Source: an optimization exercise on an open RTL-to-GDS flow (aim: small area, a short achievable clock period and few clock cycles per item). Production flows keep margins and buffers that such runs may drop.
Where RTL was checked, it was by simulation tests only, not by an equivalence proof against the original.
For run 2, only the layout was checked, not whether the RTL still works.

==> flow/design.v (outline; a module is shown in full before it is edited, if it fits) <==
// module SNN: 3097 lines
module SNN(
	clk,
	rst_n,
	in_valid,
	img,
	ker,
	weight,
	out_valid,
	out_data
);
  // ...
==> flow/flow/run.sh <==
#!/bin/bash
# Standard ORFS layout with two changes: the ports are buffered with buf_2, and
# after the standard synthesis the inverters that extract_fa leaves around
# full adders are removed by choosing each full adder's polarity (invopt.py).
set -euo pipefail
export BUFFER_PORTS_ARGS="-buffer_cell sky130_fd_sc_hd__buf_2"
bash standard.sh synth > synth.log 2>&1
NET=orfs/results/sky130hd/SNN/base/1_2_yosys.v
cp "$NET" synth_netlist_before_invopt.log
python3 flow/invopt.py "$NET" > invopt.log 2>&1
bash standard.sh > standard.log 2>&1
==> flow/flow/invopt.py <==
#!/usr/bin/env python3
"""Remove inverters around full adders in a flat gate-level netlist.

A full adder is self-dual: FA(~a,~b,~c) = (~cout, ~sum).  Yosys' extract_fa
leaves many inverters between full-adder cells.  This pass chooses, for each
fa cell, whether to implement it in complemented polarity so that the number
of inverters needed is minimal, then rewrites the netlist.  The logic
function of every port and register input is unchanged.

usage: invopt.py netlist.v [out.v]
"""
import re, sys, random, collections, os

CELL_RE = re.compile(r'^(\s*)(sky130_fd_sc_hd__\w+)\s+(\S+)\s*\((.*?)\);\n', re.M | re.S)
PIN_RE = re.compile(r'\.(\w+)\(\s*((?:\\\S+\s*)|[^()]*?)\s*\)')
OUTPINS = {'X', 'Y', 'Q', 'Q_N', 'SUM', 'COUT', 'HI', 'LO'}
INV_TYPES = {'sky130_fd_sc_hd__inv_1'}


def fmt(net):
    return net + ' ' if net.startswith('\\') else net


def main():
    src = sys.argv[1]
    dst = sys.argv[2] if len(sys.argv) > 2 else src
    txt = open(src).read()
    mod_end = txt.rindex('endmodule')
    ports = set()
    for m in re.finditer(r'^\s*(input|output)\s+(\[[^\]]*\]\s*)?(\S+);', txt, re.M):
        ports.add(m.group(3))

    cells = []   # [type, name, {pin: net}, indent]
    for m in CELL_RE.finditer(txt):
        pins = {p: n.strip() for p, n in PIN_RE.findall(m.group(4))}
        cells.append([m.group(2), m.group(3), pins, m.group(1)])

    def base(net):
        return net.split('[')[0].strip().lstrip('\\')

    drv = {}
    loads = collections.defaultdict(list)
    for i, (t, n, p, _) in enumerate(cells):
        for pin, net in p.items():
            if pin in OUTPINS:
                drv[net] = (i, pin)
            else:
                loads[net].append((i, pin))

    # removable inverters: input and output internal nets
    removable = set()
    for i, (t, n, p, _) in enumerate(cells):
        if t in INV_TYPES:
            a, y = p['A'], p['Y']
            if base(a) in ports or base(y) in ports:
                continue
            removable.add(i)

    # resolve every net to (root net, polarity) through removable inverters
    root = {}
    def resolve(net):
        if net in root:
            return root[net]
        d = drv.get(net)
        if d is not None and d[0] in removable:
            r, pol = resolve(cells[d[0]][2]['A'])
            root[net] = (r, pol ^ 1)
        else:
            root[net] = (net, 0)
        return root[net]

    # load pins (non-removable cells) grouped by root net
    pinreq = collections.defaultdict(list)  # root -> [(cell, pin, pol)]
    for i, (t, n, p, _) in enumerate(cells):
        if i in removable:
            continue
        for pin, net in p.items():
            if pin in OUTPINS:
                continue
            r, pol = resolve(net)
            pinreq[r].append((i, pin, pol))

    isfa = [c[0].startswith('sky130_fd_sc_hd__fa_') for c in cells]
    # gates whose output polarity may be chosen: type -> (complement type, output pin map)
    PAIRS = [('and2_1', 'nand2_1', 6.256, 3.754), ('or2_1', 'nor2_1', 6.256, 3.754),
             ('xor2_1', 'xnor2_1', 8.758, 8.758), ('a21o_1', 'a21oi_1', 7.507, 5.005),
             ('o21a_1', 'o21ai_0', 7.507, 5.005), ('and3_1', 'nand3_1', 6.256, 5.005),
             ('or3_1', 'nor3_1', 6.256, 5.005), ('a22o_1', 'a22oi_1', 8.758, 7.507),
             ('o22a_1', 'o22ai_1', 8.758, 6.256), ('and4_1', 'nand4_1', 8.758, 6.256),
             ('or4_1', 'nor4_1', 7.507, 6.256), ('a211o_1', 'a211oi_1', 8.758, 7.507),
             ('o211a_1', 'o211ai_1', 10.010, 7.507), ('a31o_1', 'a31oi_1', 8.758, 6.256),
             ('o31a_1', 'o31ai_1', 8.758, 7.507), ('mux2_1', 'mux2i_1', 11.261, 10.010),
             ('or2b_1', 'nor2b_1', 7.507, 6.256), ('and2b_1', 'nand2b_1', 7.507, 6.256)]
    DUAL = {}
    AREA = {}
    for pos, neg, apos, aneg in PAIRS:
        P = 'sky130_fd_sc_hd__' + pos
        N = 'sky130_fd_sc_hd__' + neg
        DUAL[P] = (N, {'X': 'Y'})
        DUAL[N] = (P, {'Y': 'X'})
        AREA[P] = apos
        AREA[N] = aneg
    # o21ai_1 is flipped to o21a_1 (o21a_1 flips back to o21ai_0)
    DUAL['sky130_fd_sc_hd__o21ai_1'] = ('sky130_fd_sc_hd__o21a_1', {'Y': 'X'})
    AREA['sky130_fd_sc_hd__o21ai_1'] = 5.005
    INV_AREA = 3.754
    isgate = [False] * len(cells)
    for i, c in enumerate(cells):
        if c[0] in DUAL and i not in removable:
            outnet = [n for pin, n in c[2].items() if pin in OUTPINS][0]
            if base(outnet) not in ports:
                isgate[i] = True
    flip = [0] * len(cells)
    # root nets driven by fa cells
    rootdrv = {}
    for r in pinreq:
        d = drv.get(r)
        rootdrv[r] = d[0] if d is not None else None

    fa_roots = collections.defaultdict(set)   # flippable cell -> root nets it touches
    for r, lst in pinreq.items():
        d = rootdrv[r]
        if d is not None and (isfa[d] or isgate[d]):
            fa_roots[d].add(r)
        for (i, pin, pol) in lst:
            if isfa[i]:
                fa_roots[i].add(r)

    def gate_area(i):
        t = cells[i][0]
        return AREA[DUAL[t][0]] if flip[i] else AREA[t]

    def cost_root(r):
        d = rootdrv[r]
        fd = flip[d] if d is not None else 0
        need = 0
        for (i, pin, pol) in pinreq[r]:
            if pol ^ (flip[i] if isfa[i] else 0) ^ fd:
                need = 1
                break
        # a root whose driver was flipped but which feeds a port directly is handled
        # by the rewrite (it needs an inverter to the port); count it too
        return need

    fas = [i for i in range(len(cells)) if isfa[i] or isgate[i]]
    def cell_cost(i):
        return gate_area(i) if isgate[i] else 0.0
    def total_cost():
        return INV_AREA * sum(cost_root(r) for r in pinreq) + sum(cell_cost(i) for i in fas)
    area0 = total_cost()
    total0 = sum(cost_root(r) for r in pinreq)
    best = total0
    random.seed(int(os.environ.get('INVOPT_SEED', '1')))
    import math
    def local(i):
        return INV_AREA * sum(cost_root(r) for r in fa_roots[i]) + cell_cost(i)
    if os.environ.get('INVOPT_INIT') == 'inv':
        for i in fas:
            if isfa[i] or cells[i][0] == 'sky130_fd_sc_hd__and2_1':
                flip[i] = 1
    cur = total_cost()
    best_cost = cur
    best_flip = list(flip)
    n = len(fas)
    iters = int(os.environ.get('INVOPT_ITERS', '3000')) * n
    T0, T1 = float(os.environ.get('INVOPT_T0', '3.0')), 0.01
    for k in range(iters):
        T = T0 * (T1 / T0) ** (k / iters)
        i = fas[random.randrange(n)]
        before = local(i)
        flip[i] ^= 1
        after = local(i)
        d = after - before
        if d <= 0 or random.random() < math.exp(-d / T):
            cur += d
            if cur < best_cost - 1e-9:
                best_cost = cur
                best_flip = list(flip)
        else:
            flip[i] ^= 1
    flip[:] = best_flip
    # final greedy clean-up
    improved = True
    while improved:
        improved = False
        for i in fas:
            before = local(i)
            flip[i] ^= 1
            if local(i) < before - 1e-9:
                improved = True
            else:
                flip[i] ^= 1
    total = sum(cost_root(r) for r in pinreq)

    # nets that are outputs of cells we keep and are connected to ports need care:
    # a flipped fa never drives a port net directly (check)
    for i in fas:
        if flip[i] and isfa[i]:
            for pin in ('SUM', 'COUT'):
                net = cells[i][2].get(pin)
                if net is not None and base(net) in ports:
                    flip[i] = 0
    total = sum(cost_root(r) for r in pinreq)

    # rewrite: new inverter per root that needs one
    newcells = []
    newwires = []
    invnet = {}
    k = 0
    for r, lst in pinreq.items():
        d = rootdrv[r]
        fd = flip[d] if d is not None else 0
        for (i, pin, pol) in lst:
            if pol ^ (flip[i] if isfa[i] else 0) ^ fd:
                if r not in invnet:
                    k += 1
                    nn = f'_invopt_n{k}_'
                    invnet[r] = nn
                    newwires.append(nn)
                    newcells.append(('sky130_fd_sc_hd__inv_1', f'_invopt_i{k}_', {'A': r, 'Y': nn}))
                cells[i][2][pin] = invnet[r]
            else:
                cells[i][2][pin] = r
    for i in fas:
        if isgate[i] and flip[i]:
            t = cells[i][0]
            nt, pm = DUAL[t]
            cells[i][0] = nt
            cells[i][2] = {pm.get(pin, pin): net for pin, net in cells[i][2].items()}
    # removed inverters: drop them
    out = []
    pos = 0
    idx = 0
    pieces = []
    last = 0
    for m, c in zip(CELL_RE.finditer(txt), cells):
        pieces.append(txt[last:m.start()])
        i = idx
        idx += 1
        last = m.end()
        if i in removable:
            continue
        t, n, p, ind = c
        body = ',\n'.join(f'{ind}  .{pin}({fmt(net)})' for pin, net in p.items())
        pieces.append(f'{ind}{t} {n} (\n{body}\n{ind});\n')
    tail = txt[last:]
    body = ''.join(pieces)
    # declare new wires right after the module header port declarations
    decl = ''.join(f'  wire {w};\n' for w in newwires)
    cellsrc = ''.join(f'  {t} {n} (\n' + ',\n'.join(f'    .{pin}({fmt(net)})' for pin, net in p.items()) + '\n  );\n' for t, n, p in newcells)
    ei = tail.rindex('endmodule')
    tail = tail[:ei] + cellsrc + tail[ei:]
    first_cell = body.find('sky130_fd_sc_hd__')
    # insert declarations before the first cell instance line
    line_start = body.rfind('\n', 0, first_cell) + 1
    body = body[:line_start] + decl + body[line_start:]
    open(dst, 'w').write(body + tail)
    print(f'invopt: flippable cells {len(fas)}, flipped {sum(flip[i] for i in fas)}, '
          f'removable inverters {len(removable)}, inverters before {total0} after {total}, '
          f'area of inverters+gates {area0:.1f} -> {total_cost():.1f}')


if __name__ == '__main__':
    main()
==> flow/standard.sh <==
#!/bin/bash
# synth_recipe.tcl (not shown) runs the flow's synth.tcl, then flattens the netlist and writes it again
# the make line also repeats each setting of config.mk as NAME=value (left out here)
make -C /OpenROAD-flow-scripts/flow DESIGN_CONFIG=/design/flow/config.mk WORK_HOME=/design/flow/orfs CLKGATE_MAP_FILE= SYNTH_SCRIPT=/design/flow/synth_recipe.tcl "${@:-finish}"
==> flow/config.mk <==
export PLATFORM = sky130hd
export DESIGN_NAME = SNN
export DESIGN_NICKNAME = SNN
export VERILOG_FILES = /design/flow/design.v
export SDC_FILE = /design/flow/constraint.sdc
export NUM_CORES = 4
export LEC_CHECK = 0
export CAP_MARGIN = 20
export CORE_MARGIN = 2
export CORE_UTILIZATION = 40
export CTS_CLUSTER_DIAMETER = 100
export CTS_CLUSTER_SIZE = 30
export SLEW_MARGIN = 20
==> flow/constraint.sdc <==
create_clock -name core_clock -period 16.0 [get_ports {clk}]
set_input_delay 3.2000 -clock core_clock [delete_from_list [all_inputs] [get_ports {clk}]]
set_output_delay 3.2000 -clock core_clock [all_outputs]
set_load 0.01 [all_outputs]
==> key figures, run 1 <==
Outcome
  – Status: no timing/DRC/antenna violations

Clock network
  – Post-CTS Setup Inserts: 0
  – Clock Tree Buf Depth: 3
  – Clock latency on the worst-skew pair: between 600 and 700 ps

Global route
  – Initial antenna violation count: 4
  – Met1 Track Usage GR: 26.8%
  – Gr ovfl total: 0
  – All-Layer GR Usage: between 20 and 25%
  – First-pass GRT wire length: 135000 um

Worst setup path
  – R2R depth: 12
  – Critical path depth: 12
  – Worst r2r src: conv[18]
  – CP max FO: 7

Cells and area
  – Inverter count: 205
  – Seq_cells: 512
  – Multi-input gate area: between 20000 and 25000 um2
  – Largest Register: conv
  – Layout Utilization: 43.6%

Timing
  – Unrepaired setup endpoints after global routing: false
  – Worst-Margin Slew: 905 ps
  – Final Max Tran Viols: 0

Placed design
  – Dpl cell area: 35500 um2

Detailed routing
  – Drt initial violations: 1338
  – Drt total wl: 87100 um

Floorplanning
  – Die Ht: 295 um

Min path
  – Hold_sp: sr8[4]
Testbench counts, summed over its fixed seeds: cycles 38,400, items 480.
==> run 2, diff against run 1 <==
--- a/flow/design.v
+++ b/flow/design.v
@@ -16,34 +16,33 @@
 input [7:0] weight;
 output reg out_valid;
 output reg [9:0] out_data;
 reg v_r;
 reg [2:0] x, ym;
 reg im;
 reg [7:0] img_r, sr0, sr1, sr2, sr3, sr4, sr5, sr6, sr7, sr8, sr9, sr10, sr11, sr12;
 reg [7:0] k0, k1, k2, k3, k4, k5, k6, k7, k8;
-reg [7:0] w_in, wr0, wr1, wr2, wr3;
+reg [7:0] wr0, wr1, wr2, wr3;
 always @(posedge clk or negedge rst_n) begin
   if (!rst_n) v_r <= 1'b0;
   else v_r <= in_valid;
 end
 always @(posedge clk) begin
   if (in_valid) begin
     if (!v_r) begin x <= 3'd0; ym <= 3'd0; im <= 1'b0; end
     else if (x == 3'd5) begin
       x <= 3'd0;
       if (ym == 3'd5) begin ym <= 3'd0; im <= ~im; end
       else ym <= ym + 3'd1;
     end else x <= x + 3'd1;
   end
 end
 always @(posedge clk) begin
     img_r <= img;
-    w_in <= weight;
     sr0 <= img_r;
     sr1 <= sr0;
     sr2 <= sr1;
     sr3 <= sr2;
     sr4 <= sr3;
     sr5 <= sr4;
     sr6 <= sr5;
     sr7 <= sr6;
@@ -51,66 +50,63 @@
     sr9 <= sr8;
     sr10 <= sr9;
     sr11 <= sr10;
     sr12 <= sr11;
 end
 wire first = in_valid & ~v_r;
 wire row0 = v_r & ~im & (ym == 3'd0);
 wire row1 = v_r & ~im & (ym == 3'd1);
-reg op0, op1, op2, op3, e2, e3, h;
+reg op0, op1, op2, op3, e2, e3;
 wire opany = op0 | op1 | op2 | op3;
-wire wshift = (row0 & (x <= 3'd3)) | opany;
+wire wshift = first | (row0 & (x <= 3'd2)) | opany;
 always @(posedge clk) begin
   if (first) k0 <= ker;
   if (row0 && x == 3'd0) k1 <= ker;
   if (row0 && x == 3'd1) k2 <= ker;
   if (row0 && x == 3'd2) k3 <= ker;
   if (row0 && x == 3'd3) k4 <= ker;
   if (row0 && x == 3'd4) k5 <= ker;
   if (row0 && x == 3'd5) k6 <= ker;
   if (row1 && x == 3'd0) k7 <= ker;
   if (row1 && x == 3'd1) k8 <= ker;
   if (wshift) begin
     wr0 <= wr1; wr1 <= wr2; wr2 <= wr3;
-    wr3 <= opany ? wr0 : w_in;
+    wr3 <= opany ? wr0 : weight;
   end
 end
 reg cv, qv;
 reg [1:0] cr, cc, qr, qc;
-reg cim, qim, opr, oim, epr, eim, hk, hpr;
+reg cim, qim, opr, oim, epr, eim;
 always @(posedge clk or negedge rst_n) begin
   if (!rst_n) begin cv <= 1'b0; qv <= 1'b0; op0 <= 1'b0; op1 <= 1'b0; op2 <= 1'b0; op3 <= 1'b0;
-    e2 <= 1'b0; e3 <= 1'b0; h <= 1'b0; end
+    e2 <= 1'b0; e3 <= 1'b0; end
   else begin
     cv <= v_r & (x >= 3'd2) & (ym >= 3'd2);
     qv <= cv;
     op0 <= qv & qr[0] & (qc == 2'd1);
     op1 <= op0;
     op2 <= qv & qr[0] & (qc == 2'd3);
     op3 <= op2;
     e2 <= op2;
     e3 <= op3;
-    h <= (e2 | e3) & eim;
   end
 end
 always @(posedge clk) begin
   cr <= ym[1:0] - 2'd2; cc <= x[1:0] - 2'd2; cim <= im;
   qr <= cr; qc <= cc; qim <= cim;
   if (op0) begin opr <= qr[1]; oim <= qim; end
   epr <= opr; eim <= oim;
-  hk <= e3; hpr <= epr;
 end
 reg [19:0] conv;
 reg [7:0] q;
 reg [7:0] pm0, pm1;
 reg [16:0] mr, m2;
 reg [7:0] f0, f1, f2, f3;
 reg [9:0] dsum;
-reg [7:0] dif;
 wire hs_1;
 wire hc_2;
 assign hs_1 = ~(~(sr12[0] & k0[7]) ^ ~(sr12[1] & k0[6]));
 assign hc_2 = ~(sr12[0] & k0[7]) | ~(sr12[1] & k0[6]);
 wire fs_3;
 wire fc_4;
 assign fs_3 = ~(sr12[0] & k0[5]) ^ ~(sr12[1] & k0[4]) ^ ~(sr12[2] & k0[3]);
 assign fc_4 = (~(sr12[0] & k0[5]) & ~(sr12[1] & k0[4])) | (~(sr12[0] & k0[5]) & ~(sr12[2] & k0[3])) | (~(sr12[1] & k0[4]) & ~(sr12[2] & k0[3]));
@@ -3064,33 +3060,35 @@
 wire [16:0] mac_nx;
 assign mac_nx = {~(~m2[16]), ~(~m2[15]), ~(fs_1413), ~(fs_1411), ~(fs_1409), ~(fs_1407), ~(fs_1405), ~(fs_1403), ~(fs_1401), ~(fs_1399), ~(fs_1397), ~(fs_1395), ~(fs_1393), ~(fs_1391), ~(fs_1389), ~(~m2[1]), ~(~(pm0[0] & wr0[0]))} + {1'b0, ~(fc_1414), ~(fc_1412), ~(fc_1410), ~(fc_1408), ~(fc_1406), ~(fc_1404), ~(fc_1402), ~(fc_1400), ~(fc_1398), ~(fc_1396), ~(fc_1394), ~(fc_1392), ~(fc_1390), ~(hc_1388), ~(hs_1387), ~(~m2[0])};
 wire [7:0] qn = divq[21:14];
 wire q_gt0 = q > pm0;
 wire q_gt1 = q > pm1;
 wire pfirst = !qr[0] && !qc[0];
 wire [16:0] fsum = {1'b0, mr[16:1]} + {9'd0, mr[16:9]} + 17'd1;
 wire [7:0] fcv = fsum[15:8];
-wire last = h & hpr & hk;
-wire [9:0] tot = ((hpr | hk) ? dsum : 10'd0) + {2'd0, dif};
+wire last = e3 & eim & epr;
+wire [9:0] dbase = (epr | e3) ? dsum : 10'd0;
+wire [9:0] tot_a = dbase + {2'd0, f0} - {2'd0, fcv};
+wire [9:0] tot_b = dbase + {2'd0, fcv} - {2'd0, f0};
+wire [9:0] tot = (f0 >= fcv) ? tot_a : tot_b;
 always @(posedge clk) begin
   conv <= conv_nx;
   q <= qn;
   if (qv) begin
     if (!qc[1]) pm0 <= (pfirst || q_gt0) ? q : pm0;
     else if (qr[0] && qc[0]) pm0 <= q_gt1 ? q : pm1;   
     else        pm1 <= (pfirst || q_gt1) ? q : pm1;
   end
   mr <= mac_nx;
   m2 <= (op1 | op2) ? mr : 17'd0;
   if (e2 | e3) begin
     f0 <= f1; f1 <= f2; f2 <= f3; f3 <= fcv;
   end
-  dif <= (f0 > fcv) ? f0 - fcv : fcv - f0;
-  if (h) dsum <= tot;
+  if ((e2 | e3) & eim) dsum <= tot;
 end
 always @(posedge clk or negedge rst_n) begin
   if (!rst_n) begin out_valid <= 1'b0; out_data <= 10'd0; end
   else begin
     out_valid <= last;
     out_data <= (last & (tot >= 10'd16)) ? tot : 10'd0;
   end
 end
==> flow/config.mk (replaced) <==
export PLATFORM = sky130hd
export DESIGN_NAME = SNN
export DESIGN_NICKNAME = SNN
export VERILOG_FILES = /design/flow/design.v
export SDC_FILE = /design/flow/constraint.sdc
export NUM_CORES = 4
export LEC_CHECK = 0
export CAP_MARGIN = 20
export CORE_MARGIN = 2
export CORE_UTILIZATION = 40
export CTS_CLUSTER_DIAMETER = 120
export CTS_CLUSTER_SIZE = 24
export SLEW_MARGIN = 20
==> run 2 against run 1 <==
Still clean. Maximum frequency fell by 9.0%. Worst setup slack got worse by 470 ps. Synthesized area fell by 1.0%. Die area fell by 1.0%. Non-clock buffer count fell by 2. Flip-flop and latch count fell by 19.
==> key figures, run 2 <==
Outcome
  – Status: no timing/DRC/antenna violations

Floorplanning
  – Core ar.: 83300 um2
  – # rows: 106
  – Initial Utilization: 40.3%
  – DIE AREA: 86200 um2
  – I/O pins: 38
  – Die Ht: 294 um (-0.51%)
  – Die width: roughly 300 um

Timing
  – Final Hold Slack: 334 ps
  – Unrepaired setup endpoints after global routing: false
  – Fin crit share: 32.6%
  – Achievable frequency: 192 MHz
  – Clock Skew: around 27 ps
  – Fin. Hold Viols: 0
  – Final min period: 5210 ps
  – Relative slew margins: 43.8%
  – Final Max Tran Viols: 0 (unchanged)
  – Worst-Margin Slew: 842 ps (-63.1 ps)
  – # setup viols final: 0
  – Setup TNS: 0 ps

Clock network
  – CTS tree: yes
  – Root buffer cell: clkbuf_16
  – # resized after CTS: 0
  – Clock latency on the worst-skew pair: 610 ps (about the same)
  – Worst-path clk slew: 100 ps
  – Post-CTS Setup Inserts: 0 (unchanged)
  – Sink Count: between 400 and 500
  – Clock Tree Buf Depth: 3 (unchanged)
  – Cts bufs inserted: 25
  – Hold Buf Count CTS: 0
  – H-tree depth: 1

Detailed routing
  – Post-DR wirelength/cell: 22.2 um
  – Drt via density: ~5.2
  – Via Count: 19700
  – Drt total wl: 84000 um (-3.6%)
  – Drt drc: 0
  – Drt initial violations: 1409 (+5.3%)
  – Detail Route Antenna Nets: 0
  – First drt pass iteration count: 8

Synth
  – Avg Cell Area, Syn: 12.7 um2
  – Post-Syn Area: 33500 um2
  – Syn. warnings: 1
  – Mapped Nets: 3498
  – Synth Instances: approximately 2600

Global route
  – Vias in the first global route: 22500
  – Largest net degree at the start of global routing: 34
  – First-pass GRT wire length: 132000 um (-2.0%)
  – All-Layer GR Usage: 20.2% (-0.52 points)
  – Gr ovfl total: 0 (unchanged)
  – Initial antenna violation count: 2 (-2)

Cells and area
  – Non-Filler Instances: 3785
  – Number of fill cells: 7658
  – Max reg flops: 20
  – Layout area overhead: 6.85%
  – Largest Register: conv
  – Post-layout net count: 3554
  – Biggest regs: conv: 20 flops, m2: 17 flops, mr: 17 flops
  – Commonest cells after routing, fill and taps aside: 663 x fa_1, 594 x nand2_1, 303 x dfxtp_1, 210 x inv_1, 178 x ha_1
  – Layout cell share with drive strength beyond 1: 3.85%
  – Most common cell after layout, fill and taps aside: fa_1

Worst setup path
  – CP endpoint kind: register
  – WS Path Type: reg2reg
  – Startpoint types: register
  – CP required: 16460 ps
  – Reg2Reg Setup Slack: between 10000 and 15000 ps
  – CP max FO: 5 (-2)
  – Arrival time worst endpoint: about 5700 ps

Min path
  – Hold crit path type: reg2reg

Flow run
  – Max-cap violations: 0

Placed design
  – Port Buffer Count: 37
  – Routability cong.: 0.958
  – Placed Cells: 3739
  – Post-DP HPWL: 69900 um
[run 2: final timing paths]
path | from | to | cells past startpoint
max reg2reg | mr[11] | out_data[0] | 19
min reg2reg | sr2[4] | sr3[4] | 0
min | sr2[4] | sr3[4] | 0
min in group asynchronous | rst_n | v_r | 1
max in group asynchronous | rst_n | cv | 1
max | mr[11] | out_data[0] | 19
[run 2: stage by stage]
| step | utilization (%) | area [um2] | setup slack (ps) |
|---|---|---|---|
| 2_1_floorplan | - | 33500 | 11080 |
| 3_3_place_gp | 42.1 | 35000 | 11070 |
| 3_5_place_dp | 42.1 | 35000 | 10820 |
| 4_1_cts | 43.0 | 35800 | 10790 |
| 5_1_grt | 43.0 | 35800 | 10390 |
| 6_report | 43.0 | 35800 | 10790 |
[run 2: area by class of cell]
type	instances	area [um2]	area share, %
multi-input cells	1917	21000	58.7
flip-flops and latches	493	11700	32.6
well taps	1080	1350	3.77
inverters	210	788	2.20
clock buffers	38	676	1.89
repair buffers	39	200	0.559
clock inverters	7	103	0.286
diodes	1	2.50	0.00698
[run 2: worst max-delay path, stage by stage (launching register included)]
cell	delay, ps
dfxtp_1	370
ha_1	290
o21ai_1	80
a221oi_2	290
o2111ai_2	150
a21boi_2	250
and2_1	260
nand3_1	140
nor2_1	230
xor2_1	380
inv_1	140
fa_1	520
ha_1	260
or3_1	380
o22ai_1	220
xnor2_1	120
or4_1	550
nor3_1	190
a211o_2	180
a21boi_1	80
[run 2: per-layer routing]
layer	share of wire [%]	track usage, %
met5	0	0
met4	4.9	8.49
met3	5.7	2.66
met2	51	35.1
met1	39	25.5

what the ideal ports hide:
In the flow no input, the clock included, has a driving cell. The finished layouts below were timed again as built, in two steps.
Step 1, drivers: a clkbuf_16 drives clk and a buf_2 each remaining input, both assumed.
Step 2, shift: input delay + t, output delay - t, t = (earliest + latest rising clock arrival at the registers) / 2. This alone moves slack from input paths to output paths.
a / b / c = ideal ports / drivers / drivers and shift; a / b = the first two.
run | t, ns | setup slack, ns | latest minus earliest clock arrival (ns) | slew at the worst register clock pin (ns)
run 1 | 0.668 | 11.255 / 11.255 / 11.255 | 0.048 / 0.048 | 0.12 / 0.12
run 2 | 0.661 | 10.788 / 10.788 / 10.788 | 0.029 / 0.029 | 0.11 / 0.11
After both steps every run listed still meets setup and hold.
